Background: an optimization exercise with open tools, aiming at small area, a short achievable clock period and few clock cycles per item. Do not read the settings as production practice.
In this exercise RTL edits were held to simulation tests only and were not proved equivalent to the original.

===== design/flow/run.sh =====
#!/bin/bash
# synth_recipe.tcl (not shown) runs the flow's synth.tcl, then flattens the netlist and writes it again
# the make line also repeats each setting of config.mk as NAME=value (left out here)
make -C /OpenROAD-flow-scripts/flow DESIGN_CONFIG=/design/flow/config.mk WORK_HOME=/design/flow/orfs CLKGATE_MAP_FILE= SYNTH_SCRIPT=/design/flow/synth_recipe.tcl finish

===== design/flow/constraint.sdc =====
create_clock -name core_clock -period 24.0 [get_ports {clk}]
set_input_delay 4.8000 -clock core_clock [delete_from_list [all_inputs] [get_ports {clk}]]
set_output_delay 4.8000 -clock core_clock [all_outputs]
set_load 0.01 [all_outputs]

===== design/flow/design.v =====
module half_adder(sum, carry_out, a, b);
	input a, b;
	output sum, carry_out;
	xor sum_of_digits(sum, a, b);
	and carry_of_sum(carry_out, a, b);
endmodule
module full_adder(sum, carry_out, a, b, carry_in);
	input a, b, carry_in;
	output sum, carry_out;
	wire temp_sum, first_carry_out, second_carry_out;
	half_adder first_sum(temp_sum, first_carry_out, a, b);
	half_adder second_sum(sum, second_carry_out, temp_sum, carry_in);
	or final_carry_out(carry_out, second_carry_out, first_carry_out);
endmodule
module four_bit_cla(
input [3:0] a, b,
input carry_in,
output [3:0] sum,
output carry_out
);
	wire [3:0] g, p, c;
	wire c1, c2, c3, c_out_wire;
	and g0(g[0], a[0], b[0]);
	and g1(g[1], a[1], b[1]);
	and g2(g[2], a[2], b[2]);
	and g3(g[3], a[3], b[3]);
	or p0(p[0], a[0], b[0]);
	or p1(p[1], a[1], b[1]);
	or p2(p[2], a[2], b[2]);
	or p3(p[3], a[3], b[3]);
	and c0(c[0], carry_in, 1'b1);  
	and pc0(c1, p[0], c[0]);
	or c_out1(c[1], g[0], c1);
	and pc1(c2, p[1], c[1]);
	or c_out2(c[2], g[1], c2);
	and pc2(c3, p[2], c[2]);
	or c_out3(c[3], g[2], c3);
	and pc3(c_out_wire, p[3], c[3]);
	or c_out4(carry_out, g[3], c_out_wire);
	full_adder fa0(sum[0], , a[0], b[0], c[0]);
	full_adder fa1(sum[1], , a[1], b[1], c[1]);
	full_adder fa2(sum[2], , a[2], b[2], c[2]);
	full_adder fa3(sum[3], , a[3], b[3], c[3]);
endmodule
module thirty_two_bit_cla(
input [31:0] a, b,
input carry_in,
output [31:0] sum,
output carry_out
);
	wire [7:0] carry_signals;
	four_bit_cla cla0(a[3:0], b[3:0], carry_in, sum[3:0], carry_signals[0]);
	four_bit_cla cla1(a[7:4], b[7:4], carry_signals[0], sum[7:4], carry_signals[1]);
	four_bit_cla cla2(a[11:8], b[11:8], carry_signals[1], sum[11:8], carry_signals[2]);
	four_bit_cla cla3(a[15:12], b[15:12], carry_signals[2], sum[15:12], carry_signals[3]);
	four_bit_cla cla4(a[19:16], b[19:16], carry_signals[3], sum[19:16], carry_signals[4]);
	four_bit_cla cla5(a[23:20], b[23:20], carry_signals[4], sum[23:20], carry_signals[5]);
	four_bit_cla cla6(a[27:24], b[27:24], carry_signals[5], sum[27:24], carry_signals[6]);
	four_bit_cla cla7(a[31:28], b[31:28], carry_signals[6], sum[31:28], carry_out);
endmodule
module myAnd(
output [31:0] R,
input [31:0] A,
input [31:0] B
);
	and (R[0],A[0],B[0]);
	and (R[1],A[1],B[1]);
	and (R[2],A[2],B[2]);
	and (R[3],A[3],B[3]);
	and (R[4],A[4],B[4]);
	and (R[5],A[5],B[5]);
	and (R[6],A[6],B[6]);
	and (R[7],A[7],B[7]);
	and (R[8],A[8],B[8]);
	and (R[9],A[9],B[9]);
	and (R[10],A[10],B[10]);
	and (R[11],A[11],B[11]);
	and (R[12],A[12],B[12]);
	and (R[13],A[13],B[13]);
	and (R[14],A[14],B[14]);
	and (R[15],A[15],B[15]);
	and (R[16],A[16],B[16]);
	and (R[17],A[17],B[17]);
	and (R[18],A[18],B[18]);
	and (R[19],A[19],B[19]);
	and (R[20],A[20],B[20]);
	and (R[21],A[21],B[21]);
	and (R[22],A[22],B[22]);
	and (R[23],A[23],B[23]);
	and (R[24],A[24],B[24]);
	and (R[25],A[25],B[25]);
	and (R[26],A[26],B[26]);
	and (R[27],A[27],B[27]);
	and (R[28],A[28],B[28]);
	and (R[29],A[29],B[29]);
	and (R[30],A[30],B[30]);
	and (R[31],A[31],B[31]);
endmodule
module myOr(
output [31:0] R,
input [31:0] A,
input [31:0] B
);
	or (R[0],A[0],B[0]);
	or (R[1],A[1],B[1]);
	or (R[2],A[2],B[2]);
	or (R[3],A[3],B[3]);
	or (R[4],A[4],B[4]);
	or (R[5],A[5],B[5]);
	or (R[6],A[6],B[6]);
	or (R[7],A[7],B[7]);
	or (R[8],A[8],B[8]);
	or (R[9],A[9],B[9]);
	or (R[10],A[10],B[10]);
	or (R[11],A[11],B[11]);
	or (R[12],A[12],B[12]);
	or (R[13],A[13],B[13]);
	or (R[14],A[14],B[14]);
	or (R[15],A[15],B[15]);
	or (R[16],A[16],B[16]);
	or (R[17],A[17],B[17]);
	or (R[18],A[18],B[18]);
	or (R[19],A[19],B[19]);
	or (R[20],A[20],B[20]);
	or (R[21],A[21],B[21]);
	or (R[22],A[22],B[22]);
	or (R[23],A[23],B[23]);
	or (R[24],A[24],B[24]);
	or (R[25],A[25],B[25]);
	or (R[26],A[26],B[26]);
	or (R[27],A[27],B[27]);
	or (R[28],A[28],B[28]);
	or (R[29],A[29],B[29]);
	or (R[30],A[30],B[30]);
	or (R[31],A[31],B[31]);
endmodule
module myXor(
output [31:0] R,
input [31:0] A,
input [31:0] B
);
	xor (R[0],A[0],B[0]);
	xor (R[1],A[1],B[1]);
	xor (R[2],A[2],B[2]);
	xor (R[3],A[3],B[3]);
	xor (R[4],A[4],B[4]);
	xor (R[5],A[5],B[5]);
	xor (R[6],A[6],B[6]);
	xor (R[7],A[7],B[7]);
	xor (R[8],A[8],B[8]);
	xor (R[9],A[9],B[9]);
	xor (R[10],A[10],B[10]);
	xor (R[11],A[11],B[11]);
	xor (R[12],A[12],B[12]);
	xor (R[13],A[13],B[13]);
	xor (R[14],A[14],B[14]);
	xor (R[15],A[15],B[15]);
	xor (R[16],A[16],B[16]);
	xor (R[17],A[17],B[17]);
	xor (R[18],A[18],B[18]);
	xor (R[19],A[19],B[19]);
	xor (R[20],A[20],B[20]);
	xor (R[21],A[21],B[21]);
	xor (R[22],A[22],B[22]);
	xor (R[23],A[23],B[23]);
	xor (R[24],A[24],B[24]);
	xor (R[25],A[25],B[25]);
	xor (R[26],A[26],B[26]);
	xor (R[27],A[27],B[27]);
	xor (R[28],A[28],B[28]);
	xor (R[29],A[29],B[29]);
	xor (R[30],A[30],B[30]);
	xor (R[31],A[31],B[31]);
endmodule
module myNor(
output [31:0] R,
input [31:0] A,
input [31:0] B);
	wire [31:0]wOr;
	myOr s0(wOr, A, B);
	not s1(R[0],wOr[0]);
	not s2(R[1],wOr[1]);
	not s3(R[2],wOr[2]);
	not s4(R[3],wOr[3]);
	not s5(R[4],wOr[4]);
	not s6(R[5],wOr[5]);
	not s7(R[6],wOr[6]);
	not s8(R[7],wOr[7]);
	not s9(R[8],wOr[8]);
	not s10(R[9],wOr[9]);
	not s11(R[10],wOr[10]);
	not s12(R[11],wOr[11]);
	not s13(R[12],wOr[12]);
	not s14(R[13],wOr[13]);
	not s15(R[14],wOr[14]);
	not s16(R[15],wOr[15]);
	not s17(R[16],wOr[16]);
	not s18(R[17],wOr[17]);
	not s19(R[18],wOr[18]);
	not s20(R[19],wOr[19]);
	not s21(R[20],wOr[20]);
	not s22(R[21],wOr[21]);
	not s23(R[22],wOr[22]);
	not s24(R[23],wOr[23]);
	not s25(R[24],wOr[24]);
	not s26(R[25],wOr[25]);
	not s27(R[26],wOr[26]);
	not s28(R[27],wOr[27]);
	not s29(R[28],wOr[28]);
	not s30(R[29],wOr[29]);
	not s31(R[30],wOr[30]);
	not s32(R[31],wOr[31]);
endmodule
module setLessThan (
output [31:0]F,
input	[31:0]A,
input	[31:0]B);
	wire [31:0]res;
	wire c;
	thirty_two_bit_cla s0(A,~B, 1'b1, res, c);
	buf s1(F[0],res[31]);
	buf s2(F[1],0);
	buf s3(F[2],0);
	buf s4(F[3],0);
	buf s5(F[4],0);
	buf s6(F[5],0);
	buf s7(F[6],0);
	buf s8(F[7],0);
	buf s9(F[8],0);
	buf s10(F[9],0);
	buf s11(F[10],0);
	buf s12(F[11],0);
	buf s13(F[12],0);
	buf s14(F[13],0);
	buf s15(F[14],0);
	buf s16(F[15],0);
	buf s17(F[16],0);
	buf s18(F[17],0);
	buf s19(F[18],0);
	buf s20(F[19],0);
	buf s21(F[20],0);
	buf s22(F[21],0);
	buf s23(F[22],0);
	buf s24(F[23],0);
	buf s25(F[24],0);
	buf s26(F[25],0);
	buf s27(F[26],0);
	buf s28(F[27],0);
	buf s29(F[28],0);
	buf s30(F[29],0);
	buf s31(F[30],0);
	buf s32(F[31],0);
endmodule
module mod_cu(
input clk,        
input reset,      
input start,      
input comp,       
output reg ld_temp,  
output reg sub,      
output reg done      
);
	parameter 	S_IDLE = 2'b00,
					S_SUBTRACT = 2'b01,
					S_DONE = 2'b10;
	reg [1:0] current_state;
	reg [1:0] next_state;
	always @(posedge clk or posedge reset) begin
		if (reset) begin
			current_state <= S_IDLE;
		end else begin
			current_state <= next_state;
		end
	end
	always @(*) begin
		ld_temp = 1'b0;
		sub = 1'b0;
		done = 1'b0;
		case (current_state)
			S_IDLE: begin
				if (start) begin
					ld_temp = 1'b1;
					next_state = S_SUBTRACT;
				end else begin
					next_state = S_IDLE;
				end
			end
			S_SUBTRACT: begin
				if (!comp) begin
					sub = 1'b0;
					next_state = S_DONE;
				end else begin
				sub = 1'b1;
				next_state = S_SUBTRACT;   
				end
			end
			S_DONE: begin
				done = 1'b1;
				if(!start) begin
					next_state = S_IDLE;   
				end else begin
					next_state = S_DONE;
				end
			end
			default: begin
				next_state = S_IDLE;
			end
		endcase
	end
endmodule
module mod_dp(
input clk,       
input reset,      
input [31:0] A,   
input [31:0] B,   
input ld_temp,    
input sub,        
output reg [31:0] TEMP,  
output comp       
);
	always @(posedge clk or posedge reset) begin
		if (reset) begin
			TEMP <= 0;
		end else if (ld_temp) begin
			TEMP <= A;   
		end else if (sub) begin
			TEMP <= TEMP - B;   
		end
	end
	assign comp = (TEMP >= B);
endmodule
module myMod(
input clk,    
input reset,    
input start,    
input [31:0] A, 
input [31:0] B, 
output [31:0] result, 
output done           
);
wire ld_temp, sub, comp;
mod_cu control_unit(
    .clk(clk),
    .reset(reset),
    .start(start),
    .comp(comp),
    .ld_temp(ld_temp),
    .sub(sub),
    .done(done)
);
mod_dp datapath(
    .clk(clk),
    .reset(reset),
    .A(A),
    .B(B),
    .ld_temp(ld_temp),
    .sub(sub),
    .TEMP(result),
    .comp(comp)
);
endmodule
module mux2x1 (
input [31:0]D0,
input [31:0]D1,
input S,
output [31:0]F);
	wire [31:0]wAnd1;
	wire [31:0]wAnd2;
	wire sNot;
	not n0(sNot, S);
	and a0(wAnd1[0], sNot, D0[0]);
	and a32(wAnd2[0], S, D1[0]);
	or o0(F[0],wAnd1[0],wAnd2[0]);
	and a1(wAnd1[1], sNot, D0[1]);
	and a33(wAnd2[1], S, D1[1]);
	or o1(F[1],wAnd1[1],wAnd2[1]);
	and a2(wAnd1[2], sNot, D0[2]);
	and a34(wAnd2[2], S, D1[2]);
	or o2(F[2],wAnd1[2],wAnd2[2]);
	and a3(wAnd1[3], sNot, D0[3]);
	and a35(wAnd2[3], S, D1[3]);
	or o3(F[3],wAnd1[3],wAnd2[3]);
	and a4(wAnd1[4], sNot, D0[4]);
	and a36(wAnd2[4], S, D1[4]);
	or o4(F[4],wAnd1[4],wAnd2[4]);
	and a5(wAnd1[5], sNot, D0[5]);
	and a37(wAnd2[5], S, D1[5]);
	or o5(F[5],wAnd1[5],wAnd2[5]);
	and a6(wAnd1[6], sNot, D0[6]);
	and a38(wAnd2[6], S, D1[6]);
	or o6(F[6],wAnd1[6],wAnd2[6]);
	and a7(wAnd1[7], sNot, D0[7]);
	and a39(wAnd2[7], S, D1[7]);
	or o7(F[7],wAnd1[7],wAnd2[7]);
	and a8(wAnd1[8], sNot, D0[8]);
	and a40(wAnd2[8], S, D1[8]);
	or o8(F[8],wAnd1[8],wAnd2[8]);
	and a9(wAnd1[9], sNot, D0[9]);
	and a41(wAnd2[9], S, D1[9]);
	or o9(F[9],wAnd1[9],wAnd2[9]);
	and a10(wAnd1[10], sNot, D0[10]);
	and a42(wAnd2[10], S, D1[10]);
	or o10(F[10],wAnd1[10],wAnd2[10]);
	and a11(wAnd1[11], sNot, D0[11]);
	and a43(wAnd2[11], S, D1[11]);
	or o11(F[11],wAnd1[11],wAnd2[11]);
	and a12(wAnd1[12], sNot, D0[12]);
	and a44(wAnd2[12], S, D1[12]);
	or o12(F[12],wAnd1[12],wAnd2[12]);
	and a13(wAnd1[13], sNot, D0[13]);
	and a45(wAnd2[13], S, D1[13]);
	or o13(F[13],wAnd1[13],wAnd2[13]);
	and a14(wAnd1[14], sNot, D0[14]);
	and a46(wAnd2[14], S, D1[14]);
	or o14(F[14],wAnd1[14],wAnd2[14]);
	and a15(wAnd1[15], sNot, D0[15]);
	and a47(wAnd2[15], S, D1[15]);
	or o15(F[15],wAnd1[15],wAnd2[15]);
	and a16(wAnd1[16], sNot, D0[16]);
	and a48(wAnd2[16], S, D1[16]);
	or o16(F[16],wAnd1[16],wAnd2[16]);
	and a17(wAnd1[17], sNot, D0[17]);
	and a49(wAnd2[17], S, D1[17]);
	or o17(F[17],wAnd1[17],wAnd2[17]);
	and a18(wAnd1[18], sNot, D0[18]);
	and a50(wAnd2[18], S, D1[18]);
	or o18(F[18],wAnd1[18],wAnd2[18]);
	and a19(wAnd1[19], sNot, D0[19]);
	and a51(wAnd2[19], S, D1[19]);
	or o19(F[19],wAnd1[19],wAnd2[19]);
	and a20(wAnd1[20], sNot, D0[20]);
	and a52(wAnd2[20], S, D1[20]);
	or o20(F[20],wAnd1[20],wAnd2[20]);
	and a21(wAnd1[21], sNot, D0[21]);
	and a53(wAnd2[21], S, D1[21]);
	or o21(F[21],wAnd1[21],wAnd2[21]);
	and a22(wAnd1[22], sNot, D0[22]);
	and a54(wAnd2[22], S, D1[22]);
	or o22(F[22],wAnd1[22],wAnd2[22]);
	and a23(wAnd1[23], sNot, D0[23]);
	and a55(wAnd2[23], S, D1[23]);
	or o23(F[23],wAnd1[23],wAnd2[23]);
	and a24(wAnd1[24], sNot, D0[24]);
	and a56(wAnd2[24], S, D1[24]);
	or o24(F[24],wAnd1[24],wAnd2[24]);
	and a25(wAnd1[25], sNot, D0[25]);
	and a57(wAnd2[25], S, D1[25]);
	or o25(F[25],wAnd1[25],wAnd2[25]);
	and a26(wAnd1[26], sNot, D0[26]);
	and a58(wAnd2[26], S, D1[26]);
	or o26(F[26],wAnd1[26],wAnd2[26]);
	and a27(wAnd1[27], sNot, D0[27]);
	and a59(wAnd2[27], S, D1[27]);
	or o27(F[27],wAnd1[27],wAnd2[27]);
	and a28(wAnd1[28], sNot, D0[28]);
	and a60(wAnd2[28], S, D1[28]);
	or o28(F[28],wAnd1[28],wAnd2[28]);
	and a29(wAnd1[29], sNot, D0[29]);
	and a61(wAnd2[29], S, D1[29]);
	or o29(F[29],wAnd1[29],wAnd2[29]);
	and a30(wAnd1[30], sNot, D0[30]);
	and a62(wAnd2[30], S, D1[30]);
	or o30(F[30],wAnd1[30],wAnd2[30]);
	and a31(wAnd1[31], sNot, D0[31]);
	and a63(wAnd2[31], S, D1[31]);
	or o31(F[31],wAnd1[31],wAnd2[31]);
endmodule
module mux8x1 (
input [31:0] D0,
input [31:0] D1,
input [31:0] D2,
input [31:0] D3,
input [31:0] D4,
input [31:0] D5,
input [31:0] D6,
input [31:0] D7,
input [2:0]S,
output [31:0] F);
	wire [31:0]W1;
	wire [31:0]W2;
	wire [31:0]W3;
	wire [31:0]W4;
	wire [31:0]W5;
	wire [31:0]W6;
	mux2x1 m1(D0,D1,S[2],W1);
	mux2x1 m2(D2,D3,S[2],W2);
	mux2x1 m3(D4,D5,S[2],W3);
	mux2x1 m4(D6,D7,S[2],W4);
	mux2x1 m5(W1,W2,S[1],W5);
	mux2x1 m6(W3,W4,S[1],W6);
	mux2x1 m7(W5,W6,S[0],F);
endmodule
module alu32 (
input clk, 
input reset,
input start,
input [31:0] A,
input [31:0] B, 
input [2:0] S,
output done,
output [31:0] R
);
	localparam AND = 3'b000;
	localparam OR = 3'b001;
	localparam XOR = 3'b010;
	localparam NOR = 3'b011;
	localparam SLT = 3'b100;
	localparam ADD  = 3'b101;
	localparam SUB = 3'b110;
	localparam MOD = 3'b111;
	wire [31:0] wAnd;
	wire [31:0] wOr;
	wire [31:0] wXor;
	wire [31:0] wNor;
	wire [31:0] wSlt;
	wire [31:0] wCLA_Add;
	wire [31:0] wCLA_Sub;
	wire [31:0] wMod;  
	wire carry_out;
	wire wCarry_out;
	wire wCarry_out_sub;
	wire [31:0] notB = ~B;
	myAnd s1(wAnd, A, B);
	myOr s2(wOr, A, B);
	myXor s3(wXor, A, B);
	myNor s4(wNor, A, B);
	setLessThan s5(wSlt, A, B);
	thirty_two_bit_cla s6(A, B, 1'b0, wCLA_Add, wCarry_out);  
	thirty_two_bit_cla s7(A, notB, 1'b1, wCLA_Sub, wCarry_out_sub);  
	myMod s8(clk,reset,start,A,B,wMod,done);
	mux8x1 sf(wAnd,wSlt,wXor,wCLA_Sub,wOr,wCLA_Add,wNor,wMod,S,R);
endmodule

===== design/flow/config.mk =====
export PLATFORM = sky130hd
export DESIGN_NAME = alu32
export DESIGN_NICKNAME = alu32
export VERILOG_FILES = /design/flow/design.v
export SDC_FILE = /design/flow/constraint.sdc
export NUM_CORES = 4
export LEC_CHECK = 0
export CAP_MARGIN = 20
export CORE_MARGIN = 2
export CORE_UTILIZATION = 40
export SLEW_MARGIN = 20

==> results of run 1 <==
==> sequential cells by signal, summed over array words and instances, names as in the netlist <==
signal and cells:
s8.datapath.TEMP 32, s8.control_unit.current_state 2
==> tightest hold or removal path: cells and delay by family, from the launching register on <==
| kind | cells | cell delay, ns |
|---|---|---|
| flip-flops | 1 | 0.37 |
| AND/OR/NAND/NOR | 1 | 0.06 |
| AO/OA/AOI/OAI | 1 | 0.06 |
==> final timing paths <==
| path | to | slack, ns | cells past startpoint |
|---|---|---|---|
| setup / recovery | R[31] | 0.64 | 38 |
| setup reg to reg | s8.datapath.TEMP[24]$_DFFE_PP0N_ | 20.83 | 11 |
| min in group asynchronous | s8.datapath.TEMP[10]$_DFFE_PP0N_ | 4.92 | 3 |
| hold / removal | s8.datapath.TEMP[19]$_DFFE_PP0N_ | 0.52 | 2 |
| max in group asynchronous | s8.datapath.TEMP[14]$_DFFE_PP0N_ | 18.74 | 3 |
| hold reg to reg | s8.datapath.TEMP[19]$_DFFE_PP0N_ | 0.52 | 2 |
==> synthesized netlist by cell type (2+ instances only) <==
cell and count:
a221o_1 4, a21boi_0 2, clkbuf_1 23, nand3_1 10, buf_1 13, nand4_1 5, o21ai_0 51, mux2_2 2
o211ai_1 5, and3_1 6, o22ai_1 31, o21ai_1 2, nand2_1 79, a21o_1 13, a21o_2 2, nor2_2 2
o31ai_1 2, a22oi_1 5, and2_1 4, dfrtp_1 34, a22o_1 2, buf_2 5, buf_6 2, nor2b_1 9
buf_4 3, o221ai_1 18, a31oi_1 7, mux2i_1 65, nor2_1 57, o21a_1 3, fa_1 61, xnor2_1 46
a21oi_1 74, a31o_2 2, o41ai_1 2, xor2_1 16, nor3_1 3, inv_1 78, nand2b_1 6, ha_1 97
o21bai_1 4, a211oi_1 8
==> metrics by stage <==
| stage | cell area, sq um | utilization [%] |
|---|---|---|
| floorplan | 7500 | - |
| global placement | 8660 | 46.6 |
| detailed placement | 8660 | 46.6 |
| CTS | 8790 | 47.3 |
| global route | 8800 | 47.4 |
| finish | 8800 | 47.4 |
==> metal layers <==
| metal | global-route usage (%) | vias to the layer above | part of all wire, % |
|---|---|---|---|
| met5 | 0 | - | 0 |
| met2 | 31.4 | 96 | 47 |
| met4 | 2.21 | 0 | 0.52 |
| li1 | - | 3269 | - |
| met3 | 1.66 | 8 | 2.8 |
| met1 | 27.6 | 3055 | 50 |
==> final cells by class <==
cell class | count | area (sq um)
clock buffer | 7 | 133
fill | 1845 | 9780
inverter | 78 | 293
multi-input combinational | 730 | 6140
sequential | 34 | 851
tap | 234 | 293
timing repair buffer | 112 | 1090
==> cells by family after synthesis <==
kind of cell	after synthesis	share of synthesized area [%]
compound gates	251	21.7
xor+xnor	62	7.24
fa+ha+maj	158	32.4
buf+inv	126	6.82
flops	34	11.3
mux	67	8.97
simple gates	192	11.5
==> qor.txt, run 1 <==
Status - timing/DRC/antenna clean
Skew final - 0.00350 ns
Max cap viols - 0
Routed WL - 18100 microns
Avg Cell Area, Syn - 8.43 sq um
CTS root buffer - clkbuf_16
Hold Startpoint - s8.datapath.TEMP[19]$_DFFE_PP0N_
Worst min-delay path class - reg -> reg
Worst Setup Slack, final - 0.638 ns
Row Count - 50
Vias in the first global route - 6347
Initial drt markers - 395
Distinct cell type count after synthesis - 69
First-pass GRT wire length - 31400 microns
Setup Buffers After CTS - 0
Fraction of layout instances using a drive strength above 1 - 3.85%
Commonest non-fill, non-tap cells in the layout - clkdlybuf4s50_1, ha_1, nand2_1
Clock sinks - 34
Minimum clock period - 23.36 ns
H-tree depth - 2
Setup_tns - 0 ns
Via count - 6428
Yosys warns - 2
Cells after DPL - 1188
Post_cts resized - 0
Commonest non-fill, non-tap cell in the layout - clkdlybuf4s50_1
DR vias/cell - 5.38
Cts-stage hold buffer count - 0
Main synth FF type - dfrtp_1
Buffers plus inverters on the worst setup path - 3
Layout net count - 1189
Clock tree buffer depth - 2
Die height - 141 microns
Slew margin rel. - 40.5%
Critical path type - in -> out
Total Die Area - 19900 sq um
Crit path max-delay family - adder cells
Slowest cell delay on critical path - 0.51 ns
I/O Buffers - 102
Post-synth EDFFs - 0
Critical path startpoint - A[0]
# DRC - 0
Core Area - 18600 sq um
Worst-path clk slew - 0.05 ns
Worst Setup End Kind - output pin
FFs w/ async S/R, synth - 100%
Top cell type by total area after synthesis - fa_1
Share of Yosys cell area claimed by the top area cell type - 16.3%
RD Place Congestion - 0.909
Cell area after technology mapping - 7500 sq um
Wire length per cell - 15.1 microns
Final hold violation count - 0
CP max-delay cell - clkdlybuf4s50_1
Final Slew Violations - 0
Gate Count Post-Synth - 890
RSZ-0062 raised after global routing - no
Worst setup slack after placement - 0.364 ns
Non-Filler Instances - 1195
GR Util All Layers - 18.9%
WHS - 0.522 ns
Io pins - 103
Router iterations before antenna repair - 4
Net count after synthesis - 1118
Setup violators final - 0
Die W - 141 microns
N_diodes - 0
Final Cycle Share - 97.3%
Most common cell on crit path - fa_1
Initial Utilization - 40.4%
Worst Setup Start Kind - input pin
Detailed Place HPWL - 14200 microns
FF+latch count, synth - 34
CTS tree - built
Worst slew pin tran - 0.892 ns
Critical path peak fanout - 3
Largest net degree at the start of global routing - 65
Highest clock rate - 0.0428 GHz
Worst endpoint required time - 19.20 ns
Area contributors post-synth - fa_1, ha_1, dfrtp_1
Initial antenna violation count - 0
Crit Reg-Reg Startpoint - s8.datapath.TEMP[0]$_DFFE_PP0N_
Post-synthesis sequential area ratio - 11.3%
CTS buffer count - 5
Worst-Skew Late Latency - 0.28 ns
DRT antenna net count - 0
Total global routing overflow - 0
Worst Path Arrival - 18.56 ns
Layout area overhead - 17.3%
Testbench counts, summed over its fixed seeds: cycles 874,027, mods 1,200.
==> run 2, diff against run 1 <==
==> design/flow/design.v (replaced) <==
module alu32 #(
  parameter K = 2      
) (
input clk,
input reset,
input start,
input [31:0] A,
input [31:0] B,
input [2:0] S,
output done,
output [31:0] R
);
  localparam G  = (32 + K - 1) / K;   
  localparam GW = (G > 16) ? 5 : (G > 8) ? 4 : (G > 4) ? 3 : (G > 2) ? 2 : 1;
  wire        sub = ~S[0];
  wire [31:0] bx  = B ^ {32{sub}};
  wire [31:0] sum = A + bx + {31'd0, sub};
  function [4:0] msb;   
    input [31:0] x;
    integer n;
    begin
      msb = 0;
      for (n = 0; n < 32; n = n + 1) if (x[n]) msb = n;
    end
  endfunction
  wire [4:0] la = msb(A);
  wire [4:0] lb = msb(B);
  wire [5:0] df = {1'b0, la} - {1'b0, lb};
  wire [GW-1:0] gs = df[5] ? {GW{1'b0}} : df[4:0] / K;
  reg          busy;     
  reg          done_r;
  reg          hold_r;   
  reg [GW-1:0] g;
  reg [31:0]   rem;
  wire          first = ~busy & ~done_r;
  wire [GW-1:0] gc    = first ? gs : g;
  wire [K*G-1:0] a_ext = {{(K*G-32){1'b0}}, A};
  wire [K-1:0]  chunk = a_ext >> (K * gc);
  wire [K*G-1:0] a_sh = a_ext >> (K * gs);
  wire [31+K:0] x_in  = first ? {{K{1'b0}}, a_sh[31:0]} : {rem, chunk};
  reg [32:0] x;
  reg [32:0] d;
  reg [31:0] y;
  integer j;
  always @* begin
    y = x_in[31+K:K];
    for (j = K - 1; j >= 0; j = j - 1) begin
      x = {y, x_in[j]};
      d = x - {1'b0, B};
      y = d[32] ? x[31:0] : d[31:0];
    end
  end
  always @(posedge clk or posedge reset) begin
    if (reset) begin
      busy <= 1'b0; done_r <= 1'b0; hold_r <= 1'b0; g <= 0;
    end else if (!start) begin
      busy <= 1'b0; done_r <= 1'b0;
    end else if (!done_r) begin
      g <= gc - 1'b1;
      hold_r <= first & (gs == 0);
      if (gc <= 1) begin busy <= 1'b0; done_r <= 1'b1; end
      else busy <= 1'b1;
    end
  end
  always @(posedge clk) begin
    if (start && !done_r) rem <= y;
  end
  wire [31:0] modr = hold_r ? rem : y;
  assign done = done_r;
  reg [31:0] r;
  always @* begin
    case (S)
      3'b000: r = A & B;
      3'b001: r = A | B;
      3'b010: r = A ^ B;
      3'b011: r = ~(A | B);
      3'b100: r = {31'd0, sum[31]};
      3'b101: r = sum;
      3'b110: r = sum;
      default: r = modr;
    endcase
  end
  assign R = r;
endmodule
==> run 2 against run 1 <==
  * Die area grew 67%
  * Sequential share of layout area shrank 1.7 points
  * Non-clock buffer count grew 18
  * Cell area grew 62%
  * Hold slack gained 0.066 ns
  * Still clean on timing, DRC and antenna
  * Flip-flop and latch count grew 5
  * Synthesized area grew 69%
  * Clock-buffer cell count shrank 2
  * Highest routed layer unchanged
  * Clock skew grew 0.012 ns
  * Critical path type unchanged
==> qor.txt, run 2 <==
Reg2reg path depth - 31 (+20)
Worst Hold End - g[1]$_DFFE_PP0P_
Top-count cell post-synth - ha_1
Total Die Area - 33100 sq um (+67%)
Row Count - 65 (+30%)
Initial antenna violation count - 0 (unchanged)
Clock tree buffer depth - 2 (unchanged)
FF+latch count, synth - 39 (+15%)
Total global routing overflow - 0 (unchanged)
Skew final - 0.0151 ns (+0.0116 ns)
Worst slew pin tran - 1.11 ns (+0.222 ns)
CP max-delay cell - a221oi_1
Router iterations before antenna repair - 9 (+5)
Worst r2r dst - rem[29]$_DFFE_PP_
I/O Buffers - 102 (unchanged)
Final Cycle Share - 96.1% (-1.3 points)
Commonest cells post-synth - ha_1, nor2_1, inv_1
Highest clock rate - 0.0434 GHz (+1.3%)
Max reg flops - 32 (unchanged)
Slowest cell delay on critical path - 0.60 ns (+0.09 ns)
Worst Setup Start Kind - input pin
First-pass GRT wire length - 81900 microns (+160%)
Critical path peak fanout - 25 (+22)
# DRC - 0 (unchanged)
WHS - 0.588 ns (+0.0661 ns)
N_diodes - 0 (unchanged)
Io pins - 103 (unchanged)
CTS buffer count - 5 (unchanged)
Die W - 182 microns (+29%)
Crit Reg-Reg Startpoint - done_r$_DFF_PP0_
Initial Utilization - 40.4% (about the same)
Cell area after technology mapping - 12700 sq um (+69%)
Main synth FF type - edfxtp_1
Final Slew Violations - 0 (unchanged)
Cts-stage hold buffer count - 0 (unchanged)
Fraction of layout instances using a drive strength above 1 - 5.75% (+1.9 points)
Final hold violation count - 0 (unchanged)
DR vias/cell - 6.47 (+20%)
Layout net count - 1975 (+66%)
H-tree depth - 2 (unchanged)
Worst-Skew Late Latency - 0.32 ns (+0.04 ns)
RSZ-0062 raised after global routing - no
Core Area - 31400 sq um (+69%)
Initial drt markers - 1568 (+300%)
Hold Startpoint - g[1]$_DFFE_PP0P_
CTS root buffer - clkbuf_16
Clock sinks - 39 (+15%)
Layout area overhead - 12.7%
Distinct cell type count after synthesis - 93 (+35%)
Hold Path Depth - 2 (unchanged)
Detailed Place HPWL - 43500 microns (+210%)
GR Util All Layers - 32.4% (+13 points)
Net count after synthesis - 1919 (+72%)
Share of Yosys cell area claimed by the top area cell type - 16.1% (-0.17 points)
RD Place Congestion - 1.07 (+18%)
Max cap viols - 0 (unchanged)
Worst Setup End Kind - output pin
CTS tree - built
Biggest regs - rem: 32 flops, g: 4 flops
Minimum clock period - 23.06 ns (-0.306 ns)
Critical path type - in -> out
Top cell type by total area after synthesis - ha_1
Most common cell on crit path - a21o_1
Reg2reg setup slack - 13.99 ns (-6.84 ns)
Worst min-delay path class - reg -> reg
Status - timing/DRC/antenna clean
Worst-path clk slew - 0.07 ns (+0.02 ns)
Biggest register - rem
Setup violators final - 0 (unchanged)
Worst Path Arrival - 18.26 ns (-0.30 ns)
Setup_tns - 0 ns (unchanged)
DRT antenna net count - 0 (unchanged)
Avg Cell Area, Syn - 7.53 sq um (-11%)
Via count - 13.8k (+120%)
Routed WL - 54600 microns (+200%)
Gate Count Post-Synth - 1682 (+89%)
Slew margin rel. - 23.8% (-17 points)
Worst endpoint required time - 19.20 ns (about the same)
Commonest non-fill, non-tap cell in the layout - ha_1
Die height - 182 microns (+29%)
Commonest non-fill, non-tap cells in the layout - ha_1, nor2_1, inv_1
Largest net degree at the start of global routing - 62 (-4.6%)
Post-synthesis sequential area ratio - 8.97% (-2.4 points)
Yosys warns - 1 (-1)
Wire length per cell - 25.5 microns (+69%)
Area contributors post-synth - ha_1, xnor2_1, edfxtp_1
Post-synth EDFFs - 32 (+32)
FFs w/ async S/R, synth - 17.9% (-82 points)
Vias in the first global route - 13.0k (+110%)
## run 2: cell types whose count changed after synthesis, moves of 39 or more
| cell | change |
|---|---|
| a21oi_1 | +45 |
| inv_1 | +47 |
| xnor2_1 | +65 |
| nor2_1 | +90 |
| fa_1 | -57 |
| nand2_1 | +39 |
| ha_1 | +66 |
| o21ai_0 | +56 |
## run 2: layout make-up
| class | instances | area [sq um] |
|---|---|---|
| inverter | 129 | 484 |
| multi-input combinational | 1433 | 10800 |
| tap | 402 | 503 |
| timing repair buffer | 130 | 1220 |
| clock inverter | 3 | 38.8 |
| clock buffer | 5 | 125 |
| fill | 3194 | 17100 |
| sequential | 39 | 1140 |
## run 2: kinds of logic after synthesis
group,count (synthesis),synth area share [%]
mux,109,9.32
buf+inv,210,6.52
xor+xnor,149,10.4
fa+ha+maj,167,16.7
simple gates,428,15.8
flops,39,8.97
compound gates,580,32.3
## run 2: critical path: cells and delay by family
kind | cells | cell delay, ns
AO/OA/AOI/OAI | 28 | 7.84
AND/OR/NAND/NOR | 7 | 1.52
adder cells (fa/ha/maj) | 3 | 0.91
buffers and inverters | 6 | 2.03
multiplexers | 2 | 0.73
XOR/XNOR | 1 | 0.38
## run 2: worst max path at each step
stage / from / end / slack, ns / cells past startpoint
after floorplan: A[5] / R[16] / 4.27 / 50
after global placement: B[5] / R[2] / 1.22 / 46
after detailed placement: B[5] / R[0] / 0.97 / 47
after CTS: B[5] / R[2] / 0.91 / 47
after global routing: B[5] / R[26] / 0.08 / 47
final: B[5] / R[26] / 0.94 / 47
## run 2: what timing repair did
item,CTS,global route
setup buffers,0,2
setup endpoints to repair,0,21
resized for setup,0,4
## run 2: metrics by stage
stage / worst slack, ns / utilization (%) / std cells / cell area [sq um]
2_1_floorplan: 4.27 / - / 1682 / 12700
3_3_place_gp: 1.22 / 44.9 / 2131 / 14100
3_5_place_dp: 0.975 / 44.9 / 2131 / 14100
4_1_cts: 0.906 / 45.4 / 2139 / 14200
5_1_grt: 0.0826 / 45.5 / 2141 / 14300
6_report: 0.944 / 45.5 / 2141 / 14300
## run 2: layer usage
metal  routed length [microns]  vias to the layer above  global-route usage (%)  part of all wire [%]
met5                         0                        -                       0                     0
met4                      3360                        0                    16.9                   6.2
met3                      4250                      161                    4.23                   7.8
met2                     24400                      755                    53.1                    45
met1                     22500                     6512                    41.5                    41
li1                          -                     6414                       -                     -
Testbench counts of run 2, summed over its fixed seeds: cycles 4,225, mods 1,200.
==> run 3, diff against run 2 <==
==> design/flow/design.v (replaced) <==
module alu_logic (
input  [31:0] A,
input  [31:0] B,
input  [2:0]  S,
output [31:0] sum,
output [31:0] lres
);
  wire        sub = S[2] & ~S[0];
  wire [31:0] bx  = B ^ {32{sub}};
  wire [31:0] g0  = A & bx;
  wire [31:0] p0  = A ^ bx;
  reg  [31:0] G, P;
  integer l, i;
  always @* begin
    G = g0; P = p0;
    G[0] = g0[0] | (p0[0] & sub);
    for (l = 0; l < 5; l = l + 1)
      for (i = 0; i < 32; i = i + 1)
        if ((i >> l) & 1) begin
          G[i] = G[i] | (P[i] & G[((i >> l) << l) - 1]);
          P[i] = P[i] & P[((i >> l) << l) - 1];
        end
  end
  wire [31:0] c  = {G[30:0], sub};
  wire [31:0] s  = p0 ^ c;
  wire        slt = (S[1:0] == 2'b00);
  assign sum = slt ? {31'd0, s[31]} : s;
  wire [31:0] o = p0 | g0;
  assign lres = S[1] ? (S[0] ? ~o : p0) : (S[0] ? o : g0);
endmodule
module mod_step (
input  [31:0] r,
input         a,
input  [31:0] b,
output [31:0] y
);
  wire [32:0] x = {r, a};
  wire [32:0] nb = {1'b1, ~b};
  wire [32:0] g0 = x & nb;
  wire [32:0] p0 = x ^ nb;
  reg  [32:0] G, P;
  integer l, i;
  always @* begin
    G = g0; P = p0;
    G[0] = g0[0] | p0[0];
    for (l = 0; l < 6; l = l + 1)
      for (i = 0; i < 33; i = i + 1)
        if ((i >> l) & 1) begin
          G[i] = G[i] | (P[i] & G[((i >> l) << l) - 1]);
          P[i] = P[i] & P[((i >> l) << l) - 1];
        end
  end
  wire [32:0] c = {G[31:0], 1'b1};
  wire nob = G[32];    
  wire [31:0] d = p0[31:0] ^ c[31:0];
  assign y = nob ? d : x[31:0];
endmodule
module alu32 #(
  parameter K = 2      
) (
input clk,
input reset,
input start,
input [31:0] A,
input [31:0] B,
input [2:0] S,
output done,
output [31:0] R
);
  localparam G  = (32 + K - 1) / K;   
  localparam GW = (G > 16) ? 5 : (G > 8) ? 4 : (G > 4) ? 3 : (G > 2) ? 2 : 1;
  wire [31:0] sum;
  wire [31:0] lres;
  alu_logic u_alu (.A(A), .B(B), .S(S), .sum(sum), .lres(lres));
  function [4:0] msb;   
    input [31:0] x;
    integer n;
    begin
      msb = 0;
      for (n = 0; n < 32; n = n + 1) if (x[n]) msb = n;
    end
  endfunction
  wire [4:0] la = msb(A);
  wire [4:0] lb = msb(B);
  wire [5:0] df = {1'b0, la} - {1'b0, lb};
  wire [4:0] dq = df[4:0] / K;
  wire [GW-1:0] gs = df[5] ? 0 : dq[GW-1:0];
  reg          busy;
  reg          done_r;
  reg [GW-1:0] g;
  reg [31:0]   rem;
  wire          first = ~busy & ~done_r;
  wire [GW-1:0] gc    = first ? gs : g;
  wire [K*G-1:0] a_ext = {{(K*G-32){1'b0}}, A};
  wire [K*G-1:0] a_sh  = a_ext >> (K * gc);
  wire [31+K:0] x_in   = {first ? {{K{1'b0}}, a_sh[31:K]} : rem, a_sh[K-1:0]};
  wire [31:0] yy [0:K];
  assign yy[K] = x_in[31+K:K];
  genvar j;
  generate for (j = K - 1; j >= 0; j = j - 1) begin : st
    mod_step u (.r(yy[j+1]), .a(x_in[j]), .b(B), .y(yy[j]));
  end endgenerate
  wire [31:0] y = yy[0];
  always @(posedge clk or posedge reset) begin
    if (reset) begin
      busy <= 1'b0; done_r <= 1'b0; g <= 0;
    end else if (!start) begin
      busy <= 1'b0; done_r <= 1'b0;
    end else if (!done_r) begin
      g <= gc - 1'b1;
      if (gc == 0) begin busy <= 1'b0; done_r <= 1'b1; end
      else busy <= 1'b1;
    end
  end
  always @(posedge clk) begin
    if (start && !done_r) rem <= y;
  end
  assign done = done_r;
  assign R = (S == 3'b111) ? rem : (S[2] ? sum : lres);
endmodule
==> run 3 against run 2 <==
  * Critical path depth down 2
  * Non-clock buffer count down 10
  * Worst setup slack better by 5.0 ns
  * Die area down 12%
  * Highest routed layer unchanged
  * Sequential share of layout area up 0.83 points
  * Global-route usage down 3.1 points
==> qor.txt, run 3 <==
Highest clock rate - 0.0555 GHz (+28%)
CTS tree - built
Distinct cell type count after synthesis - 86 (-7.5%)
Final hold violation count - 0 (unchanged)
Initial drt markers - 1391 (-11%)
Die W - 171 microns (-6.0%)
Clock tree buffer depth - 2 (unchanged)
Slowest cell delay on critical path - 0.77 ns (+0.17 ns)
Gate Count Post-Synth - 1506 (-10%)
Via count - 11.9k (-14%)
Minimum clock period - 18.02 ns (-5.03 ns)
Most common cell on crit path - a21o_1
FFs w/ async S/R, synth - 15.8% (-2.2 points)
# DRC - 0 (unchanged)
Yosys warns - 3 (+2)
CTS buffer count - 5 (unchanged)
Worst Setup Start Kind - input pin
Setup_tns - 0 ns (unchanged)
Total Die Area - 29300 sq um (-12%)
Worst Path Arrival - 18.07 ns (-0.19 ns)
DRT antenna net count - 0 (unchanged)
Layout net count - 1775 (-10%)
Layout area overhead - 13.1%
Area contributors post-synth - ha_1, edfxtp_1, a21oi_1
CTS root buffer - clkbuf_16
Setup violators final - 0 (unchanged)
Main synth FF type - edfxtp_1
Crit Reg-Reg Startpoint - done_r$_DFF_PP0_
Total global routing overflow - 0 (unchanged)
Clock sinks - 38 (-2.6%)
Detailed Place HPWL - 35000 microns (-20%)
Final Slew Violations - 0 (unchanged)
Die height - 171 microns (-6.0%)
Cell area after technology mapping - 11200 sq um (-12%)
FF+latch count, synth - 38 (-2.6%)
RSZ-0062 raised after global routing - no
H-tree depth - 2 (unchanged)
Max cap viols - 0 (unchanged)
Post_cts resized - 0 (unchanged)
CP max-delay cell - a2111oi_1
Worst Setup EP - rem[16]$_DFFE_PP_
Slew margin rel. - 38.8% (+15 points)
Hold Startpoint - g[0]$_DFFE_PP0P_
Worst endpoint required time - 24.05 ns (+4.85 ns)
Fraction of layout instances using a drive strength above 1 - 6.09% (+0.34 points)
Commonest non-fill, non-tap cell in the layout - inv_1
Critical path peak fanout - 38 (+52%)
N_diodes - 0 (unchanged)
Register area - 1110 sq um (-2.2%)
DR vias/cell - 6.15 (-4.9%)
Wire length per cell - 22.6 microns (-11%)
Avg Cell Area, Syn - 7.42 sq um (-1.5%)
Reg2reg setup slack - 12.88 ns (-1.11 ns)
Io pins - 103 (unchanged)
Multi-input gate area - 9240 sq um (-14%)
Skew final - 0.00688 ns (-0.00825 ns)
Setup Buffers After CTS - 0 (unchanged)
WHS - 0.506 ns (-0.0820 ns)
Initial Utilization - 40.4% (+0.081 points)
Status - timing/DRC/antenna clean
Non-Filler Instances - 1937 (-9.5%)
Cts-stage hold buffer count - 0 (unchanged)
Post-synthesis sequential area ratio - 9.95% (+0.98 points)
Worst slew pin tran - 0.918 ns (-0.196 ns)
RD Place Congestion - 0.998 (-6.7%)
Vias in the first global route - 11.0k (-15%)
I/O Buffers - 102 (unchanged)
Critical path startpoint - A[5]
Net count after synthesis - 1723 (-10%)
Critical path type - in -> reg
Initial antenna violation count - 0 (unchanged)
Row Count - 61 (-6.2%)
Reg2reg path depth - 34 (+9.7%)
Final Cycle Share - 75.1% (-21 points)
Commonest non-fill, non-tap cells in the layout - inv_1, ha_1, a21oi_1
Largest net degree at the start of global routing - 87 (+40%)
Core Area - 27600 sq um (-12%)
Routed WL - 43800 microns (-20%)
Commonest cells post-synth - inv_1, ha_1, a21oi_1
Worst min-delay path class - reg -> reg
Share of Yosys cell area claimed by the top area cell type - 14.7% (-1.4 points)
Worst-Skew Late Latency - 0.29 ns (-0.03 ns)
Worst Setup End Kind - flip-flop
Biggest register - rem
Top cell type by total area after synthesis - ha_1
Worst-path clk slew - 0.06 ns (about the same)
Fillers - 2863 (-10%)
Max reg flops - 32 (unchanged)
Cells after DPL - 1929 (-9.5%)
Top-count cell post-synth - inv_1
GR Util All Layers - 29.3% (-3.1 points)
Post-synth EDFFs - 32 (unchanged)
Worst r2r dst - rem[16]$_DFFE_PP_
Router iterations before antenna repair - 6 (-3)
Biggest regs - rem: 32 flops, g: 4 flops
First-pass GRT wire length - 65900 microns (-19%)
==> run 3: cell count changes after synthesis, sizes merged, moves of 14 or more <==
cell / previous run / this run
mux2: 19 / 33
nor2: 148 / 115
ha: 163 / 131
o21a: 17 / 45
a221oi: 32 / 5
mux2i: 85 / 47
nand2: 118 / 103
xnor2: 112 / 70
a211oi: 44 / 25
==> run 3: cell families (layout without fill, tap and decap cells) <==
family	Yosys count	after routing	synth area share, %
flip-flops	38	38	9.95
AND/OR/NAND/NOR	387	387	16.3
adder cells (fa/ha/maj)	147	147	17.5
AO/OA/AOI/OAI	530	530	31.9
XOR/XNOR	105	105	8.23
multiplexers	85	85	8.66
buffers and inverters	214	267	7.44
==> run 3: how the worst min path moves through the flow <==
stage	cells past startpoint	to	slack (ns)
final	2	g[0]$_DFFE_PP0P_	0.51
after global routing	2	g[0]$_DFFE_PP0P_	0.53
after CTS	2	g[0]$_DFFE_PP0P_	0.51
after detailed placement	2	g[0]$_DFFE_PP0P_	0.49
after global placement	2	g[0]$_DFFE_PP0P_	0.49
after floorplan	2	g[0]$_DFFE_PP0P_	0.45
==> run 3: through the flow <==
step / util, % / setup WS (ns) / area [sq um]
after global routing: 45.7 / 5.04 / 12600
after CTS: 45.7 / 6.16 / 12600
final: 45.7 / 5.98 / 12600
after detailed placement: 45.2 / 5.88 / 12500
after floorplan: - / 8.91 / 11200
after global placement: 45.2 / 6.03 / 12500
==> run 3: cell type report <==
type	instances	area share, %
Clock buffer	6	1.02
Clock inverter	2	0.0792
Sequential cell	38	8.80
Inverter	139	4.15
Tap cell	378	3.74
Timing Repair Buffer	120	9.03
Multi-Input combinational cell	1254	73.2
==> run 3: layer usage <==
metal / track usage, % / vias up / wire, microns
met1: 43.0 / 5664 / 19900
li1: - / 5621 / -
met3: 2.36 / 82 / 3490
met4: 10.9 / 0 / 1740
met2: 44.4 / 541 / 18600
met5: 0 / - / 0
==> run 3: worst max-delay path: cells and delay by family <==
family,cells,cell delay [ns]
AOI/OAI and AO/OA,29,8.39
and+or+nand+nor,8,2.15
buffers and inverters,4,1.31
adders and majority gates,3,1.09
xor gates and xnor gates,1,0.24
Testbench counts of run 3, summed over its fixed seeds: cycles 5,118, mods 1,200.
==> run 4, diff against run 3 <==
--- a/design/flow/config.mk
+++ b/design/flow/config.mk
@@ -5,7 +5,8 @@
 export SDC_FILE = /design/flow/constraint.sdc
 export NUM_CORES = 4
 export LEC_CHECK = 0
+export ABC_AREA = 1
 export CAP_MARGIN = 20
 export CORE_MARGIN = 2
-export CORE_UTILIZATION = 40
+export CORE_UTILIZATION = 55
 export SLEW_MARGIN = 20
==> run 4 against run 3 <==
  * Still clean on timing, DRC and antenna
  * Clock skew down 0.0015 ns
  * Flip-flop and latch count unchanged
  * Global-route usage up 5.3 points
  * Hold slack worse by 0.020 ns
  * Critical endpoint is now rem[17]$_DFFE_PP_
  * Largest cell class unchanged
==> qor.txt, run 4 <==
Fraction of layout instances using a drive strength above 1 - 4.86% (-1.2 points)
Largest net degree at the start of global routing - 85 (-2.3%)
Clock sinks - 38 (unchanged)
Router iterations before antenna repair - 5 (-1)
Post_cts resized - 0 (unchanged)
Main synth FF type - edfxtp_1
Net count after synthesis - 1977 (+15%)
Initial Utilization - 56.1% (+16 points)
# DRC - 0 (unchanged)
N_diodes - 0 (unchanged)
Setup Buffers After CTS - 0 (unchanged)
Share of Yosys cell area claimed by the top area cell type - 18.5% (+3.8 points)
Final hold violation count - 0 (unchanged)
Layout area overhead - 11.2%
Placed Area - 11600 sq um (-7.4%)
Worst min-delay path class - reg -> reg
Xor/xnor cell area share of the yosys netlist - 6.24% (-2.0 points)
Final Slew Violations - 0 (unchanged)
Distinct cell type count after synthesis - 49 (-43%)
Simple-Gate Fraction of Synth Area - 38.9% (+23 points)
Via count - 11.9k (-0.10%)
Worst slew pin tran - 1.09 ns (+0.172 ns)
Setup_tns - 0 ns (unchanged)
Post-synthesis compound-gate area fraction - 14.3% (-18 points)
Crit path max-delay family - simple AND/OR/NAND/NOR gates
FFs w/ async S/R, synth - 15.8% (unchanged)
Worst Setup Start Kind - input pin
Setup violators final - 0 (unchanged)
Wire length per cell - 17.1 microns (-24%)
DRT antenna net count - 0 (unchanged)
CTS tree - built
Critical path type - in -> reg
Highest clock rate - 0.0570 GHz (+2.6%)
Biggest regs - rem: 32 flops, g: 4 flops
Mux share of post-synthesis cell area - 0% (-8.7 points)
Worst setup slack after placement - 6.25 ns (+0.368 ns)
FF+latch count, synth - 38 (unchanged)
Skew final - 0.00540 ns (-0.00148 ns)
Slowest cell delay on critical path - 0.54 ns (-0.23 ns)
Yosys warns - 3 (unchanged)
CTS root buffer - clkbuf_16
Row Count - 50 (-18%)
Commonest non-fill, non-tap cell in the layout - nand2_1
Cts-stage hold buffer count - 0 (unchanged)
Clock tree buffer depth - 2 (unchanged)
CTS buffer count - 5 (unchanged)
H-tree depth - 2 (unchanged)
Core Area - 18800 sq um (-32%)
First-pass GRT wire length - 55300 microns (-16%)
Detailed Place HPWL - 27800 microns (-21%)
Avg Cell Area, Syn - 5.98 sq um (-19%)
Post-synthesis sequential area ratio - 10.6% (+0.61 points)
CP max-delay cell - clkdlybuf4s50_1
Biggest register - rem
Commonest non-fill, non-tap cells in the layout - nand2_1, nand3_1, inv_1
Cell area after technology mapping - 10500 sq um (-5.8%)
Io pins - 103 (unchanged)
Minimum clock period - 17.56 ns (-0.463 ns)
Top-count cell post-synth - nand2_1
Die W - 142 microns (-17%)
Commonest cells post-synth - nand2_1, nand3_1, inv_1
Worst endpoint required time - 24.02 ns (-0.03 ns)
Hold Startpoint - g[2]$_DFFE_PP0P_
RSZ-0062 raised after global routing - no
Top cell type by total area after synthesis - nand2_1
Max reg flops - 32 (unchanged)
Critical path startpoint - B[2]
Largest family of logic cells by synthesized area - simple AND/OR/NAND/NOR gates
Most common cell on crit path - nand2_1
RD Place Congestion - 0.975 (-2.3%)
Routed WL - 35000 microns (-20%)
Critical path peak fanout - 39 (+2.6%)
Layout net count - 2026 (+14%)
Max cap viols - 0 (unchanged)
Total global routing overflow - 0 (unchanged)
Initial drt markers - 1079 (-22%)
Crit Reg-Reg Startpoint - done_r$_DFF_PP0_
Initial antenna violation count - 0 (unchanged)
Die height - 142 microns (-17%)
I/O Buffers - 102 (unchanged)
Slew margin rel. - 27.0% (-12 points)
Non-Filler Instances - 2044 (+5.5%)
Vias in the first global route - 10.5k (-4.8%)
Area contributors post-synth - nand2_1, ha_1, nand3_1
Final Cycle Share - 73.2% (-1.9 points)
Reg2reg setup slack - 12.70 ns (-0.18 ns)
Gate Count Post-Synth - 1760 (+17%)
Status - timing/DRC/antenna clean
Post-synth EDFFs - 32 (unchanged)
Final Cell Area - 11700 sq um (-7.3%)
DR vias/cell - 5.82 (-5.3%)
Worst Setup End Kind - flip-flop
Worst-path clk slew - 0.06 ns (about the same)
Worst Path Arrival - 17.58 ns (-0.49 ns)
Total Die Area - 20300 sq um (-31%)
Worst-Skew Late Latency - 0.29 ns (about the same)
Buffers plus inverters on the worst setup path - 11 (+7)
Cells after DPL - 2036 (+5.5%)
GR Util All Layers - 34.6% (+5.3 points)
Worst Setup Slack, final - 6.44 ns (+0.463 ns)
Adder-cell share of the synthesized area - 18.6% (+1.1 points)
==> run 4: changes by cell type after synthesis, moves of 22 or more <==
| cell | change |
|---|---|
| nand2_1 | +417 |
| nand3_1 | +229 |
| inv_1 | +74 |
| a21oi_1 | -59 |
| xnor2_1 | -52 |
| mux2i_1 | -46 |
| o21a_1 | -44 |
| a21o_1 | -35 |
| mux2_2 | -31 |
| nor2_1 | -29 |
| nor3_1 | -29 |
| o221ai_1 | -26 |
| xor2_1 | +22 |
==> run 4: path summary, 6_finish.rpt <==
check                                    end  depth (start not counted)
setup / recovery           rem[17]$_DFFE_PP_                        106
hold / removal              g[2]$_DFFE_PP0P_                          2
setup reg to reg           rem[17]$_DFFE_PP_                         74
hold reg to reg             g[2]$_DFFE_PP0P_                          2
max in group asynchronous   g[2]$_DFFE_PP0P_                          2
min in group asynchronous   done_r$_DFF_PP0_                          2
==> run 4: through the flow <==
step           hold slack (ns)  util (%)
6_report                 0.487      62.4
2_1_floorplan            0.449         -
3_3_place_gp             0.464      61.7
3_5_place_dp             0.467      61.7
4_1_cts                  0.483      62.4
5_1_grt                  0.525      62.4
==> run 4: logic make-up (layout without fill, tap and decap cells) <==
logic type	Yosys count	after routing
and+or+nand+nor	946	946
buffers and inverters	294	344
DFF	38	38
adders and majority gates	147	147
xor gates and xnor gates	75	75
AOI/OAI and AO/OA	260	260
==> run 4: metal layers <==
| metal | up-vias | wire [microns] | GRT usage [%] |
|---|---|---|---|
| met5 | - | 0 | 0 |
| met3 | 39 | 3340 | 4.34 |
| met4 | 0 | 582 | 7.19 |
| li1 | 5883 | - | - |
| met1 | 5481 | 16600 | 52.8 |
| met2 | 493 | 14500 | 51.9 |
==> run 4: area by class of cell <==
| type | count | area [sq um] |
|---|---|---|
| multi-input cells | 1428 | 8220 |
| fillers | 1933 | 7060 |
| repair buffers | 115 | 1110 |
| flip-flops and latches | 38 | 1110 |
| inverters | 221 | 831 |
| well taps | 234 | 293 |
| clock buffers | 5 | 125 |
| clock inverters | 3 | 11.3 |
==> run 4: worst register-to-register path, delay by kind of cell, from the launching register on <==
| kind | cells | cell delay [ns] |
|---|---|---|
| flip-flops | 1 | 0.43 |
| buffers and inverters | 11 | 2.72 |
| adder cells (fa/ha/maj) | 3 | 1.00 |
| AO/OA/AOI/OAI | 15 | 1.85 |
| AND/OR/NAND/NOR | 45 | 5.07 |
==> run 5, diff against run 4 <==
--- a/design/flow/design.v
+++ b/design/flow/design.v
@@ -27,6 +27,38 @@
   assign sum = slt ? {31'd0, s[31]} : s;
   wire [31:0] o = p0 | g0;
   assign lres = S[1] ? (S[0] ? ~o : p0) : (S[0] ? o : g0);
+endmodule
+module mod_msb (
+input  [31:0] x,
+output [4:0]  m
+);
+  wire [15:0] v1, p1;
+  wire [7:0]  v2;
+  wire [15:0] p2;
+  wire [3:0]  v3;
+  wire [11:0] p3;
+  wire [1:0]  v4;
+  wire [7:0]  p4;
+  genvar i;
+  generate
+    for (i = 0; i < 16; i = i + 1) begin : l1
+      assign v1[i] = x[2*i+1] | x[2*i];
+      assign p1[i] = x[2*i+1];
+    end
+    for (i = 0; i < 8; i = i + 1) begin : l2
+      assign v2[i] = v1[2*i+1] | v1[2*i];
+      assign p2[2*i+1:2*i] = {v1[2*i+1], v1[2*i+1] ? p1[2*i+1] : p1[2*i]};
+    end
+    for (i = 0; i < 4; i = i + 1) begin : l3
+      assign v3[i] = v2[2*i+1] | v2[2*i];
+      assign p3[3*i+2:3*i] = {v2[2*i+1], v2[2*i+1] ? p2[4*i+3:4*i+2] : p2[4*i+1:4*i]};
+    end
+    for (i = 0; i < 2; i = i + 1) begin : l4
+      assign v4[i] = v3[2*i+1] | v3[2*i];
+      assign p4[4*i+3:4*i] = {v3[2*i+1], v3[2*i+1] ? p3[6*i+5:6*i+3] : p3[6*i+2:6*i]};
+    end
+  endgenerate
+  assign m = {v4[1], v4[1] ? p4[7:4] : p4[3:0]};
 endmodule
 module mod_step (
 input  [31:0] r,
@@ -72,16 +104,9 @@
   wire [31:0] sum;
   wire [31:0] lres;
   alu_logic u_alu (.A(A), .B(B), .S(S), .sum(sum), .lres(lres));
-  function [4:0] msb;   
-    input [31:0] x;
-    integer n;
-    begin
-      msb = 0;
-      for (n = 0; n < 32; n = n + 1) if (x[n]) msb = n;
-    end
-  endfunction
-  wire [4:0] la = msb(A);
-  wire [4:0] lb = msb(B);
+  wire [4:0] la, lb;
+  mod_msb ua (.x(A), .m(la));
+  mod_msb ub (.x(B), .m(lb));
   wire [5:0] df = {1'b0, la} - {1'b0, lb};
   wire [4:0] dq = df[4:0] / K;
   wire [GW-1:0] gs = df[5] ? 0 : dq[GW-1:0];
==> design/flow/config.mk (replaced) <==
export PLATFORM = sky130hd
export DESIGN_NAME = alu32
export DESIGN_NICKNAME = alu32
export VERILOG_FILES = /design/flow/design.v
export SDC_FILE = /design/flow/constraint.sdc
export NUM_CORES = 4
export LEC_CHECK = 0
export CAP_MARGIN = 20
export CORE_MARGIN = 2
export CORE_UTILIZATION = 40
export SLEW_MARGIN = 20
==> run 5 against run 4 <==
  * Synthesized cell count decreased by 18%
  * Critical path depth decreased by 62
  * Via count decreased by 4.4%
  * Sequential share of layout area decreased by 0.39 points
  * Cell count decreased by 11%
  * Die area increased by 39%
  * Hold slack improved by 0.041 ns
  * Clock-buffer cell count increased by 3
  * Largest cell class unchanged
==> qor.txt, run 5 <==
Status - timing/DRC/antenna clean
Initial antenna violation count - 0 (unchanged)
Initial drt markers - 1352 (+25%)
Router iterations before antenna repair - 8 (+3)
Final hold violation count - 0 (unchanged)
FFs w/ async S/R, synth - 15.8% (unchanged)
Critical path peak fanout - 28 (-28%)
Max reg flops - 32 (unchanged)
Worst endpoint required time - 24.13 ns (+0.11 ns)
Io pins - 103 (unchanged)
Avg Cell Area, Syn - 7.46 sq um (+25%)
Distinct cell type count after synthesis - 83 (+69%)
FF+latch count, synth - 38 (unchanged)
I/O Buffers - 102 (unchanged)
Highest clock rate - 0.0570 GHz (about the same)
WHS - 0.528 ns (+0.0414 ns)
Initial Utilization - 40.9% (-15 points)
Setup_tns - 0 ns (unchanged)
# DRC - 0 (unchanged)
Cts-stage hold buffer count - 0 (unchanged)
Top-count cell post-synth - inv_1
Biggest regs - rem: 32 flops, g: 4 flops
Max cap viols - 0 (unchanged)
H-tree depth - 2 (unchanged)
Post_cts resized - 0 (unchanged)
Gate Count Post-Synth - 1437 (-18%)
Worst Setup End Kind - flip-flop
Skew final - 0.00459 ns (-0.000807 ns)
Net count after synthesis - 1654 (-16%)
Layout net count - 1708 (-16%)
Non-Filler Instances - 1827 (-11%)
Commonest cells post-synth - inv_1, ha_1, a21oi_1
Commonest non-fill, non-tap cell in the layout - inv_1
First-pass GRT wire length - 61300 microns (+11%)
Largest net degree at the start of global routing - 90 (+5.9%)
Final Cycle Share - 73.1% (about the same)
RD Place Congestion - 1.08 (+10%)
Routed WL - 40100 microns (+15%)
Setup Buffers After CTS - 0 (unchanged)
Final Cell Area - 12200 sq um (+4.3%)
Wire length per cell - 21.9 microns (+28%)
Core Area - 26200 sq um (+40%)
N_diodes - 0 (unchanged)
DRT antenna net count - 0 (unchanged)
Fillers - 2627 (+36%)
Worst Setup Start Kind - input pin
Commonest non-fill, non-tap cells in the layout - inv_1, ha_1, a21oi_1
Top cell type by total area after synthesis - ha_1
Worst min-delay path class - reg -> reg
Cells after DPL - 1819 (-11%)
Critical path type - in -> reg
GR Util All Layers - 27.8% (-6.8 points)
Worst-path clk slew - 0.06 ns (about the same)
Slew margin rel. - 25.7% (-1.4 points)
CTS tree - built
CTS root buffer - clkbuf_16
DR vias/cell - 6.23 (+7.0%)
Vias in the first global route - 10.7k (+1.7%)
Total Die Area - 28100 sq um (+39%)
Layout area overhead - 13.9%
Main synth FF type - edfxtp_1
Area contributors post-synth - ha_1, edfxtp_1, xnor2_1
Share of Yosys cell area claimed by the top area cell type - 15.3% (-3.2 points)
Via count - 11.4k (-4.4%)
Setup violators final - 0 (unchanged)
Clock tree buffer depth - 2 (unchanged)
Worst Path Arrival - 17.69 ns (+0.11 ns)
Die height - 168 microns (+18%)
Minimum clock period - 17.55 ns (-0.00325 ns)
Cell area after technology mapping - 10700 sq um (+1.9%)
Slowest cell delay on critical path - 0.88 ns (+0.34 ns)
Fraction of layout instances using a drive strength above 1 - 6.84% (+2.0 points)
CTS buffer count - 5 (unchanged)
CP max-delay cell - a2111oi_0
Die W - 168 microns (+18%)
Worst slew pin tran - 1.11 ns (+0.0181 ns)
Worst-Skew Late Latency - 0.29 ns (about the same)
Clock sinks - 38 (unchanged)
Yosys warns - 3 (unchanged)
Placed Area - 12000 sq um (+3.9%)
Biggest register - rem
Row Count - 59 (+18%)
Post-synthesis sequential area ratio - 10.4% (-0.19 points)
RSZ-0062 raised after global routing - no
Final Slew Violations - 0 (unchanged)
Total global routing overflow - 0 (unchanged)
Post-synth EDFFs - 32 (unchanged)
Detailed Place HPWL - 32300 microns (+16%)
-- run 5: final timing paths --
| check | from | to | slack [ns] | depth (start not counted) |
|---|---|---|---|---|
| min | g[3]$_DFFE_PP0P_ | g[3]$_DFFE_PP0P_ | 0.53 | 2 |
| max | B[4] | rem[1]$_DFFE_PP_ | 6.45 | 44 |
| min reg2reg | g[3]$_DFFE_PP0P_ | g[3]$_DFFE_PP0P_ | 0.53 | 2 |
| max in group asynchronous | reset | g[0]$_DFFE_PP0P_ | 19.09 | 2 |
| max reg2reg | done_r$_DFF_PP0_ | rem[1]$_DFFE_PP_ | 12.86 | 36 |
| min in group asynchronous | reset | done_r$_DFF_PP0_ | 4.72 | 2 |
-- run 5: metal layers --
metal	wire length [microns]	vias to the layer above	GRT usage, %
met1	17800	5368	39.1
met4	1620	0	10.5
met2	17200	541	42.8
met5	0	-	0
li1	-	5363	-
met3	3460	105	4.14
-- run 5: layout make-up --
| type | count | area, sq um | share of cell area [%] |
|---|---|---|---|
| multi-input combinational | 1189 | 8830 | 72.3 |
| timing repair buffer | 121 | 1150 | 9.41 |
| sequential | 38 | 1110 | 9.10 |
| inverter | 136 | 510 | 4.18 |
| tap | 335 | 419 | 3.43 |
| clock buffer | 8 | 189 | 1.55 |
-- run 5: logic make-up after synthesis --
| logic type | count (synthesis) | share of synthesized area, % |
|---|---|---|
| and+or+nand+nor | 359 | 16.0 |
| AOI/OAI and AO/OA | 506 | 32.1 |
| adders and majority gates | 147 | 18.3 |
| muxes | 78 | 7.74 |
| xor gates and xnor gates | 99 | 8.09 |
| DFF | 38 | 10.4 |
| buffers and inverters | 210 | 7.50 |
-- run 5: worst max-delay path: cells and delay by family --
family	cells	cell delay, ns
AOI/OAI and AO/OA	26	7.33
adders and majority gates	3	1.02
xor gates and xnor gates	1	0.21
and+or+nand+nor	7	2.29
muxes	1	0.23
buffers and inverters	6	1.74
-- run 5: stage by stage --
stage,worst slack (ns),util [%]
after global routing,5.80,46.6
after detailed placement,6.50,45.9
after global placement,6.69,45.9
after CTS,6.73,46.6
final,6.45,46.6
after floorplan,9.20,-
Testbench counts of run 5, summed over its fixed seeds: cycles 5,118, mods 1,200.

## static timing again, ports no longer ideal
In the flow no input, the clock included, has a driving cell. The finished layouts below were timed again as built, in two steps.
Step 1 (the two cells are an assumption about what drives the block):
set clk [get_ports {clk}]
set_driving_cell -lib_cell sky130_fd_sc_hd__clkbuf_16 $clk
set_driving_cell -lib_cell sky130_fd_sc_hd__buf_2 [delete_from_list [all_inputs] $clk]
Step 2, shift: input delay + t, output delay - t, t = (earliest + latest rising clock arrival at the registers) / 2. This alone moves slack from input paths to output paths.
Slacks: no drivers / after step 1 / after step 2; pairs: no drivers / after step 1.
run	t, ns	slack for setup (ns)	worst setup path at the end	slew at the worst register clock pin (ns)	cell pins on the clock port's net
run 1	0.322	0.638 / 0.612 / 0.612	input to output	0.05 / 0.05	1
run 2	0.361	0.944 / 0.916 / 0.916	input to output	0.08 / 0.08	1
run 3	0.324	5.979 / 5.988 / 5.665	input to register	0.06 / 0.06	1
run 4	0.325	6.442 / 6.459 / 6.134	input to register	0.06 / 0.06	1
run 5	0.327	6.446 / 6.457 / 6.131	input to register	0.06 / 0.06	1
After both steps every run listed still meets setup and hold. The setup slack of run 5, which loses most, moves by +0.011 ns with the drivers and by -0.315 ns with both steps.
